Source: an optimization exercise on an open RTL-to-GDS flow (aim: small area). Production flows keep margins and buffers that such runs may drop. The RTL was checked by simulation tests, not by an equivalence proof against the original design. Power and IR drop assume default switching activity.

## build 14
Design RGBtoHSV, start of the top module:
module RGBtoHSV(
    output [31:0] H,
    output [31:0] S,
    output [31:0] V,
    output [31:0] S1,
    output [31:0] S2,
    output [31:0] Corner,
    output [31:0] Delta,
    output [31:0] Max,
    output [2:0]  State,
    input  [31:0] R,
    input  [31:0] G,
    input  [31:0] B,
    input         Clk,
    input         reset
);
clock: 100.0 ns
lec_check: 0
abc_area: 1
cap_margin: 20
core_margin: 2
core_utilization: 45
cts_buf_list: sky130_fd_sc_hd__clkbuf_8
place_density: 0.6
slew_margin: 20
standard.sh (not shown) runs the stock make flow with config.mk's settings and CLKGATE_MAP_FILE= SYNTH_SCRIPT=/design/flow/synth_recipe.tcl, a recipe that flattens the netlist after the stock synthesis.
==> flow/flow/run.sh <==
#!/bin/bash
# Standard synthesis, then the combinational logic between the standard
# synthesis's registers, adders and tie cells is mapped again by ABC for
# area (registers keep their names and cells), then the standard layout
# with sky130_fd_sc_hd__buf_1 as the port buffer.
set -euo pipefail
R=orfs/results/${FLOW_PLATFORM}/RGBtoHSV/base
LIB=${FLOW_HOME}/platforms/${FLOW_PLATFORM}/lib/sky130_fd_sc_hd__tt_025C_1v80.lib
bash standard.sh synth > synth.log 2>&1
cp $R/1_2_yosys.v $R/1_2_yosys.std.v
DU=$(sed -n '/^export DONT_USE_CELLS/,/^$/p' ${FLOW_HOME}/platforms/${FLOW_PLATFORM}/config.mk | grep -o 'sky130_fd_sc_hd__[a-z0-9_]*' | sed 's/^/-dont_use /' | tr '\n' ' ')
sed -e "s#@LIB@#${LIB}#g" -e "s#@IN@#$R/1_2_yosys.std.v#g" -e "s#@OUT@#$R/1_2_yosys.v#g" -e "s#@DU@#${DU}#g" \
    flow/resyn.ys.in > resyn.ys
yosys -s resyn.ys > resyn.log 2>&1
bash standard.sh "BUFFER_PORTS_ARGS=-buffer_cell sky130_fd_sc_hd__buf_1" finish > standard.log 2>&1
==> flow/flow/resyn.ys.in <==
read_liberty -ignore_miss_func @LIB@
read_verilog @IN@
hierarchy -top RGBtoHSV
blackbox sky130_fd_sc_hd__fa_1 sky130_fd_sc_hd__ha_1 sky130_fd_sc_hd__edfxtp_1 sky130_fd_sc_hd__dfxtp_1 sky130_fd_sc_hd__dfrtp_1 sky130_fd_sc_hd__conb_1
flatten
opt_clean
abc -liberty @LIB@ @DU@ -script +&get,-n;&st;&dch;&nf,-R,1000;&put;topo;dnsize
opt_clean -purge
stat -liberty @LIB@
write_verilog -noattr -noexpr -nohex -nodec @OUT@
Build 14: all stages complete, timing, DRC and antenna checks passed
Changes in build 64 relative to build 14:
==> flow/run.sh (new file) <==
#!/bin/bash
# synth_recipe.tcl (not shown) runs the flow's synth.tcl, then flattens the netlist and writes it again
# the make line also repeats each setting of config.mk as NAME=value (left out here)
make -C /OpenROAD-flow-scripts/flow DESIGN_CONFIG=/design/flow/config.mk WORK_HOME=/design/flow/orfs CLKGATE_MAP_FILE= SYNTH_SCRIPT=/design/flow/synth_recipe.tcl finish
diff --git a/flow/config.mk b/flow/config.mk
--- a/flow/config.mk
+++ b/flow/config.mk
@@ -11,3 +11,4 @@
 export CORE_UTILIZATION = 45
-export CTS_BUF_LIST = sky130_fd_sc_hd__clkbuf_8
+export CTS_BUF_LIST = sky130_fd_sc_hd__clkbuf_4
+export CTS_CLUSTER_SIZE = 30
 export PLACE_DENSITY = 0.6
removed: flow/flow/run.sh
removed: flow/flow/resyn.ys.in
removed: flow/standard.sh
Findings:
Hold slack of build 64 is on par with build 14. Compared with build 14, build 64 has extra setup slack. On number of nets in the layout: between build 64 and build 14, it ends up higher for build 64. On final instance area, the lower figure sits with build 14, not build 64. Between build 64 and build 14, it is build 64 whose first-iteration DRC count is higher, by 95. On build 64: routed wire length is 22% higher than what build 14 gave. The run showing the greater critical path depth is build 14. For routed wire length on met2, dividing the value from build 64 by the value from build 14 gives 1.2. Per the comparison of build 64 with build 14, clock distribution area overhead in the final layout -0.49 points; met3 routing resource usage after global routing +0.99 points. Higher final cell count was reported by build 64, not build 14.
[inputs] build 12 vs build 64
diff --git a/flow/config.mk b/flow/config.mk
--- a/flow/config.mk
+++ b/flow/config.mk
@@ -11,4 +11,2 @@
 export CORE_UTILIZATION = 45
-export CTS_BUF_LIST = sky130_fd_sc_hd__clkbuf_4
-export CTS_CLUSTER_SIZE = 30
 export PLACE_DENSITY = 0.6
--- outcome ---
| total design power | lower: build 64 |. Reported for build 12 and build 64, routability-driven placement congestion ratio turned out identical to the last digit. The run showing the greater time the final worst path needs with I/O delays and setup is build 12. Summary — count of clock-buffer cells in the layout, build 12 relative to build 64: lower, by 72. The total area of sequential cells on build 12 is in line with that on build 64. The final wirelength in build 12 sits 690 um below the value recorded for build 64. Comparing build 12 and build 64, the lower hold slack is on build 12. Final standard cell area without fillers for build 12: 0.72% up relative to build 64. Against build 64 as the reference, build 12 delivers a lower first-iteration DRC count.
The inputs of build 69 differ from those of build 12 as listed below.
==> flow/flow/run.sh (new file) <==
#!/bin/bash
# Standard layout, except that the port buffers buffer_ports inserts are
# sky130_fd_sc_hd__buf_1 instead of the default delay buffer.
set -euo pipefail
bash standard.sh "BUFFER_PORTS_ARGS=-buffer_cell sky130_fd_sc_hd__buf_1" finish > standard.log 2>&1
==> flow/standard.sh (new file) <==
#!/bin/bash
# synth_recipe.tcl (not shown) runs the flow's synth.tcl, then flattens the netlist and writes it again
# the make line also repeats each setting of config.mk as NAME=value (left out here)
make -C /OpenROAD-flow-scripts/flow DESIGN_CONFIG=/design/flow/config.mk WORK_HOME=/design/flow/orfs CLKGATE_MAP_FILE= SYNTH_SCRIPT=/design/flow/synth_recipe.tcl "${@:-finish}"
diff --git a/flow/config.mk b/flow/config.mk
--- a/flow/config.mk
+++ b/flow/config.mk
@@ -11,2 +11,3 @@
 export CORE_UTILIZATION = 45
+export CTS_BUF_LIST = sky130_fd_sc_hd__clkbuf_8
 export PLACE_DENSITY = 0.6
removed: flow/run.sh
==> comparison <==
- Looking only at hold slack, and setting everything else aside, the higher value of build 12 and build 69 goes to build 69.
- Lower design internal power goes to build 69 over build 12.
- Going from build 12 to build 69, global-route usage has decreased; non-clock buffer count has decreased; post-route cell area has decreased; total power has decreased.
- Compared with build 12, in build 69 sum of overflow across all layers after global routing barely changed; layout overhead on the synthesized area dropped 7.0 points; worst path setup slack after routing dropped 0.96 ns.

* * *

wip/umber:
Another version of the RTL of RGBtoHSV (not shown whole).
Size in the first run: ~3,100 cells after synthesis.
clock: 100.0 ns
lec_check: 0
abc_area: 1
cap_margin: 10
core_margin: 2
core_utilization: 55
place_density: 0.7
slew_margin: 10
==> flow/flow/run.sh <==
#!/bin/bash
# Standard synthesis, then the combinational logic between the standard
# synthesis's registers, full adders and tie cells is mapped again by ABC for
# area (registers keep their names and cells), then the standard layout
# with sky130_fd_sc_hd__buf_1 as the port buffer and a clock tree
# without dummy loads.
set -euo pipefail
R=orfs/results/${FLOW_PLATFORM}/RGBtoHSV/base
LIB=${FLOW_HOME}/platforms/${FLOW_PLATFORM}/lib/sky130_fd_sc_hd__tt_025C_1v80.lib
bash standard.sh synth > synth.log 2>&1
cp $R/1_2_yosys.v $R/1_2_yosys.std.v
DU=$(sed -n '/^export DONT_USE_CELLS/,/^$/p' ${FLOW_HOME}/platforms/${FLOW_PLATFORM}/config.mk | grep -o 'sky130_fd_sc_hd__[a-z0-9_]*' | sed 's/^/-dont_use /' | tr '\n' ' ')
sed -e "s#@LIB@#${LIB}#g" -e "s#@IN@#$R/1_2_yosys.std.v#g" -e "s#@OUT@#$R/1_2_yosys.v#g" -e "s#@DU@#${DU}#g" \
    flow/resyn.ys.in > resyn.ys
yosys -s resyn.ys > resyn.log 2>&1
bash standard.sh "BUFFER_PORTS_ARGS=-buffer_cell sky130_fd_sc_hd__buf_1" \
    "CTS_ARGS=-sink_clustering_enable -repair_clock_nets -dont_use_dummy_load -buf_list sky130_fd_sc_hd__clkbuf_4 -sink_clustering_size 10 -sink_clustering_max_diameter 40" finish > standard.log 2>&1
==> flow/flow/resyn.ys.in <==
read_liberty -ignore_miss_func @LIB@
read_verilog @IN@
hierarchy -top RGBtoHSV
blackbox sky130_fd_sc_hd__fa_1 sky130_fd_sc_hd__edfxtp_1 sky130_fd_sc_hd__dfxtp_1 sky130_fd_sc_hd__dfrtp_1 sky130_fd_sc_hd__conb_1
flatten
opt_clean
abc -liberty @LIB@ @DU@ -script +strash;dch;amap,-m,-F,2,-A,8,-C,1000;topo
opt_clean -purge
stat -liberty @LIB@
write_verilog -noattr -noexpr -nohex -nodec @OUT@
wip/umber has completed all stages; timing, DRC and antenna checks passed.
The following lists how wip/willow was set up differently from wip/umber:
- PLACE_DENSITY: 0.7 -> 0.6
- CORE_UTILIZATION: 55 -> 45
-- flow/flow/run.sh --
<<< wip/umber, line 15
yosys -s resyn.ys > resyn.log 2>&1
bash standard.sh "BUFFER_PORTS_ARGS=-buffer_cell sky130_fd_sc_hd__buf_1" \
    "CTS_ARGS=-sink_clustering_enable -repair_clock_nets -dont_use_dummy_load -buf_list sky130_fd_sc_hd__clkbuf_4 -sink_clustering_size 10 -sink_clustering_max_diameter 40" finish > standard.log 2>&1
>>> wip/willow, line 15
yosys -s resyn.ys > resyn.log 2>&1
bash standard.sh "BUFFER_PORTS_ARGS=-buffer_cell sky130_fd_sc_hd__buf_1" \
    "CTS_ARGS=-sink_clustering_enable -repair_clock_nets -dont_use_dummy_load -buf_list sky130_fd_sc_hd__clkbuf_4 -sink_clustering_size 10 -sink_clustering_max_diameter 33" finish > standard.log 2>&1
- wip/willow has less setup slack than wip/umber.
- Against wip/umber, wip/willow reports a clock skew that is lower.
- Against wip/umber as the reference, wip/willow delivers a higher pin count of the biggest net entering global routing.
- wip/willow ended with every stage complete and zero timing, DRC or antenna violations.
- Critical path depth up about 3.4% in wip/willow wrt wip/umber
What wip/lagoon does differently from wip/willow at the input level:
- a change of CORE_UTILIZATION from 45 to 55
- an added GPL_ROUTABILITY_DRIVEN of 0
- a change of PLACE_DENSITY from 0.6 to 0.7
[summary]
- wip/lagoon vs. wip/willow: clock period minus worst slack higher, layout overhead on the synthesized area lower, via density per instance higher, clock share of power lower.
- Diff wip/willow -> wip/lagoon | cell area | down slightly
- Relative to wip/willow, die area has decreased by 11,000 um^2 in wip/lagoon.
- Diff wip/willow -> wip/lagoon: largest net degree at the start of global routing decreased by about 40% relative to the old numbers; total via count in the routed design +686; sum of routed wire length over all layers now smaller; placeable core region decreased 11,000 um^2; transition time of the tightest slew-check pin now smaller.
diff inputs: wip/lagoon => wip/xenon
- PLACE_DENSITY changed from 0.7 to 0.6
- CORE_UTILIZATION changed from 55 to 45
-- flow/flow/run.sh --
<<< wip/lagoon, line 15
yosys -s resyn.ys > resyn.log 2>&1
bash standard.sh "BUFFER_PORTS_ARGS=-buffer_cell sky130_fd_sc_hd__buf_1" \
    "CTS_ARGS=-sink_clustering_enable -repair_clock_nets -dont_use_dummy_load -buf_list sky130_fd_sc_hd__clkbuf_4 -sink_clustering_size 10 -sink_clustering_max_diameter 33" finish > standard.log 2>&1
>>> wip/xenon, line 15
yosys -s resyn.ys > resyn.log 2>&1
bash standard.sh "BUFFER_PORTS_ARGS=-buffer_cell sky130_fd_sc_hd__buf_1" \
    "CTS_ARGS=-sink_clustering_enable -repair_clock_nets -dont_use_dummy_load -buf_list sky130_fd_sc_hd__clkbuf_4 -sink_clustering_size 10 -sink_clustering_max_diameter 40" finish > standard.log 2>&1
[summary]
- As far as post-cts repair resize count goes, wip/lagoon and wip/xenon are indistinguishable; the numbers are identical.
- Going from wip/lagoon to wip/xenon, total power went down 1.5%, proportion of total power due to net switching held.
- | part of the power in combinational logic | wip/lagoon vs wip/xenon | ≈ equal |
- Fraction of met2 tracks used by global routing in wip/xenon is 8.6 points lower than in wip/lagoon
Changes in wip/delta relative to wip/xenon:
- clearing GPL_ROUTABILITY_DRIVEN, which used to be 0
-- flow/flow/run.sh --
<<< wip/xenon, line 15
yosys -s resyn.ys > resyn.log 2>&1
bash standard.sh "BUFFER_PORTS_ARGS=-buffer_cell sky130_fd_sc_hd__buf_1" \
    "CTS_ARGS=-sink_clustering_enable -repair_clock_nets -dont_use_dummy_load -buf_list sky130_fd_sc_hd__clkbuf_4 -sink_clustering_size 10 -sink_clustering_max_diameter 40" finish > standard.log 2>&1
>>> wip/delta, line 15
yosys -s resyn.ys > resyn.log 2>&1
bash standard.sh "BUFFER_PORTS_ARGS=-buffer_cell sky130_fd_sc_hd__buf_1" \
    "CTS_ARGS=-sink_clustering_enable -repair_clock_nets -dont_use_dummy_load -buf_list sky130_fd_sc_hd__clkbuf_4 -sink_clustering_size 16" finish > standard.log 2>&1
==> results.txt <==
Cmp wip/xenon and wip/delta / number of clock buffer instances in the layout / higher: wip/delta. Diff wip/xenon -> wip/delta: TritonCTS buffer count went up; worst setup slack went down; fraction of power consumed by the clock network went up; final global-route overflow total did not really move; worst hold slack after final layout went down. Compared with wip/xenon, wip/delta shows a lower pre-CTS setup slack. wip/xenon has a lower final critical-path required period than wip/delta. Compared with wip/xenon, in wip/delta routed wire length on met2 rose by about 9%; sequential cell fraction of total power fell by 7.3 points.
The following lists how wip/juniper was set up differently from wip/delta:
-- flow/flow/run.sh --
<<< wip/delta, line 15
yosys -s resyn.ys > resyn.log 2>&1
bash standard.sh "BUFFER_PORTS_ARGS=-buffer_cell sky130_fd_sc_hd__buf_1" \
    "CTS_ARGS=-sink_clustering_enable -repair_clock_nets -dont_use_dummy_load -buf_list sky130_fd_sc_hd__clkbuf_4 -sink_clustering_size 16" finish > standard.log 2>&1
>>> wip/juniper, line 15
yosys -s resyn.ys > resyn.log 2>&1
bash standard.sh "BUFFER_PORTS_ARGS=-buffer_cell sky130_fd_sc_hd__buf_1" \
    "CTS_ARGS=-sink_clustering_enable -repair_clock_nets -dont_use_dummy_load -buf_list sky130_fd_sc_hd__clkbuf_4 -sink_clustering_size 10" finish > standard.log 2>&1
==> results.txt <==
Largest voltage drop on the vdd net | wip/juniper below wip/delta
Per the comparison of wip/juniper with wip/delta, tapcell count held steady; power consumption has remained practically unchanged.

* * *

Another version of the RTL of RGBtoHSV (not shown whole).
Size in the first run: roughly 3800 cells after synthesis, ~360 I/O pins, about 0.030 sq mm of cells after synthesis.
==> flow/config.mk <==
export PLATFORM = sky130hd
export DESIGN_NAME = RGBtoHSV
export DESIGN_NICKNAME = RGBtoHSV
export VERILOG_FILES = /design/flow/design.v
export SDC_FILE = /design/flow/constraint.sdc
export NUM_CORES = 8
export LEC_CHECK = 0
export ABC_AREA = 1
export CAP_MARGIN = 0
export CORE_MARGIN = 2
export CORE_UTILIZATION = 60
export CTS_BUF_LIST = sky130_fd_sc_hd__clkbuf_8
export PLACE_DENSITY = 0.7
export SLEW_MARGIN = 0
==> flow/constraint.sdc <==
create_clock -name core_clock -period 100.0 [get_ports {Clk}]
set_input_delay 20.0000 -clock core_clock [delete_from_list [all_inputs] [get_ports {Clk}]]
set_output_delay 20.0000 -clock core_clock [all_outputs]
set_load 0.01 [all_outputs]
==> flow/flow/run.sh <==
#!/bin/bash
# Standard synthesis, then the combinational logic between the standard
# synthesis's registers, full adders and tie cells is mapped again by ABC for
# area (registers keep their names and cells), then the standard layout
# with sky130_fd_sc_hd__buf_1 as the port buffer.
set -euo pipefail
R=orfs/results/${FLOW_PLATFORM}/RGBtoHSV/base
LIB=${FLOW_HOME}/platforms/${FLOW_PLATFORM}/lib/sky130_fd_sc_hd__tt_025C_1v80.lib
bash standard.sh synth > synth.log 2>&1
cp $R/1_2_yosys.v $R/1_2_yosys.std.v
DU=$(sed -n '/^export DONT_USE_CELLS/,/^$/p' ${FLOW_HOME}/platforms/${FLOW_PLATFORM}/config.mk | grep -o 'sky130_fd_sc_hd__[a-z0-9_]*' | sed 's/^/-dont_use /' | tr '\n' ' ')
sed -e "s#@LIB@#${LIB}#g" -e "s#@IN@#$R/1_2_yosys.std.v#g" -e "s#@OUT@#$R/1_2_yosys.v#g" -e "s#@DU@#${DU}#g" \
    flow/resyn.ys.in > resyn.ys
yosys -s resyn.ys > resyn.log 2>&1
bash standard.sh "BUFFER_PORTS_ARGS=-buffer_cell sky130_fd_sc_hd__buf_1" finish > standard.log 2>&1
==> flow/flow/resyn.ys.in <==
read_liberty -ignore_miss_func @LIB@
read_verilog @IN@
hierarchy -top RGBtoHSV
blackbox sky130_fd_sc_hd__fa_1 sky130_fd_sc_hd__edfxtp_1 sky130_fd_sc_hd__dfxtp_1 sky130_fd_sc_hd__dfrtp_1 sky130_fd_sc_hd__conb_1
flatten
opt_clean
abc -liberty @LIB@ @DU@ -script +&get,-n;&st;&dch;&nf,-R,1000;&put;topo;dnsize
opt_clean -purge
stat -liberty @LIB@
write_verilog -noattr -noexpr -nohex -nodec @OUT@
The first run ran to the end with violations: capacitance limit, slew limit.
Then changed:
--- a/flow/flow/run.sh
+++ b/flow/flow/run.sh
@@ -5 +5,2 @@
-# with sky130_fd_sc_hd__buf_1 as the port buffer.
+# with sky130_fd_sc_hd__buf_1 as the port buffer and a clock tree
+# without dummy loads.
@@ -15 +16,2 @@
-bash standard.sh "BUFFER_PORTS_ARGS=-buffer_cell sky130_fd_sc_hd__buf_1" finish > standard.log 2>&1
+bash standard.sh "BUFFER_PORTS_ARGS=-buffer_cell sky130_fd_sc_hd__buf_1" \
+    "CTS_ARGS=-sink_clustering_enable -repair_clock_nets -dont_use_dummy_load -buf_list sky130_fd_sc_hd__clkbuf_8" finish > standard.log 2>&1
--- a/flow/config.mk
+++ b/flow/config.mk
@@ -9 +9 @@
-export CAP_MARGIN = 0
+export CAP_MARGIN = 20
@@ -11 +11 @@
-export CORE_UTILIZATION = 60
+export CORE_UTILIZATION = 45
@@ -13,2 +13,2 @@
-export PLACE_DENSITY = 0.7
-export SLEW_MARGIN = 0
+export PLACE_DENSITY = 0.6
+export SLEW_MARGIN = 20
After rerunning:
- With this change the flow completed with no timing, DRC or antenna violations
- sequential share of layout area stays flat
- area after synthesis does not change
- sequential power stays flat
- worst setup slack gains 2.5 ns
- die area increases by a quarter to a third
- power decreases by a little under a tenth

-- what the ideal ports hide --
No port has a modelled driver above. Below, the same layouts with a new extraction and two added sets of constraints.
Step 1: set_driving_cell puts a clkbuf_16 on Clk and a buf_2 on each other input, an assumption about the parent block.
Step 2 adds t to the input delays and takes it off the output delays; t is the mean of the earliest and latest rising clock arrival at the registers after step 1. Input paths then give back, and output paths get back, about the clock's delay inside the block.
Three values: ideal ports, drivers, drivers and shift; two values: the first two.
run | shift t [ns] | setup slack, ns | worst setup path after step 2
build 14 | 0.734 | 10.462 / 10.462 / 10.462 | register to register
build 64 | 0.904 | 17.316 / 17.316 / 17.316 | register to register
build 12 | 0.637 | 17.257 / 17.257 / 17.257 | register to register
build 69 | 0.731 | 16.297 / 16.297 / 16.297 | register to register
wip/umber | 0.800 | 30.686 / 30.633 / 31.433 | register to output
wip/willow | 0.850 | 30.483 / 30.430 / 31.279 | register to output
wip/lagoon | 0.791 | 29.619 / 29.562 / 30.353 | register to output
wip/xenon | 0.802 | 30.978 / 30.924 / 31.726 | register to output
wip/delta | 0.847 | 30.572 / 30.517 / 31.363 | register to output
wip/juniper | 0.853 | 30.546 / 30.491 / 31.344 | register to output
the first run of note 3 | 0.754 | 14.910 / 14.910 / 14.910 | register to register
the second run of note 3 | 0.706 | 17.450 / 17.450 / 17.450 | register to register
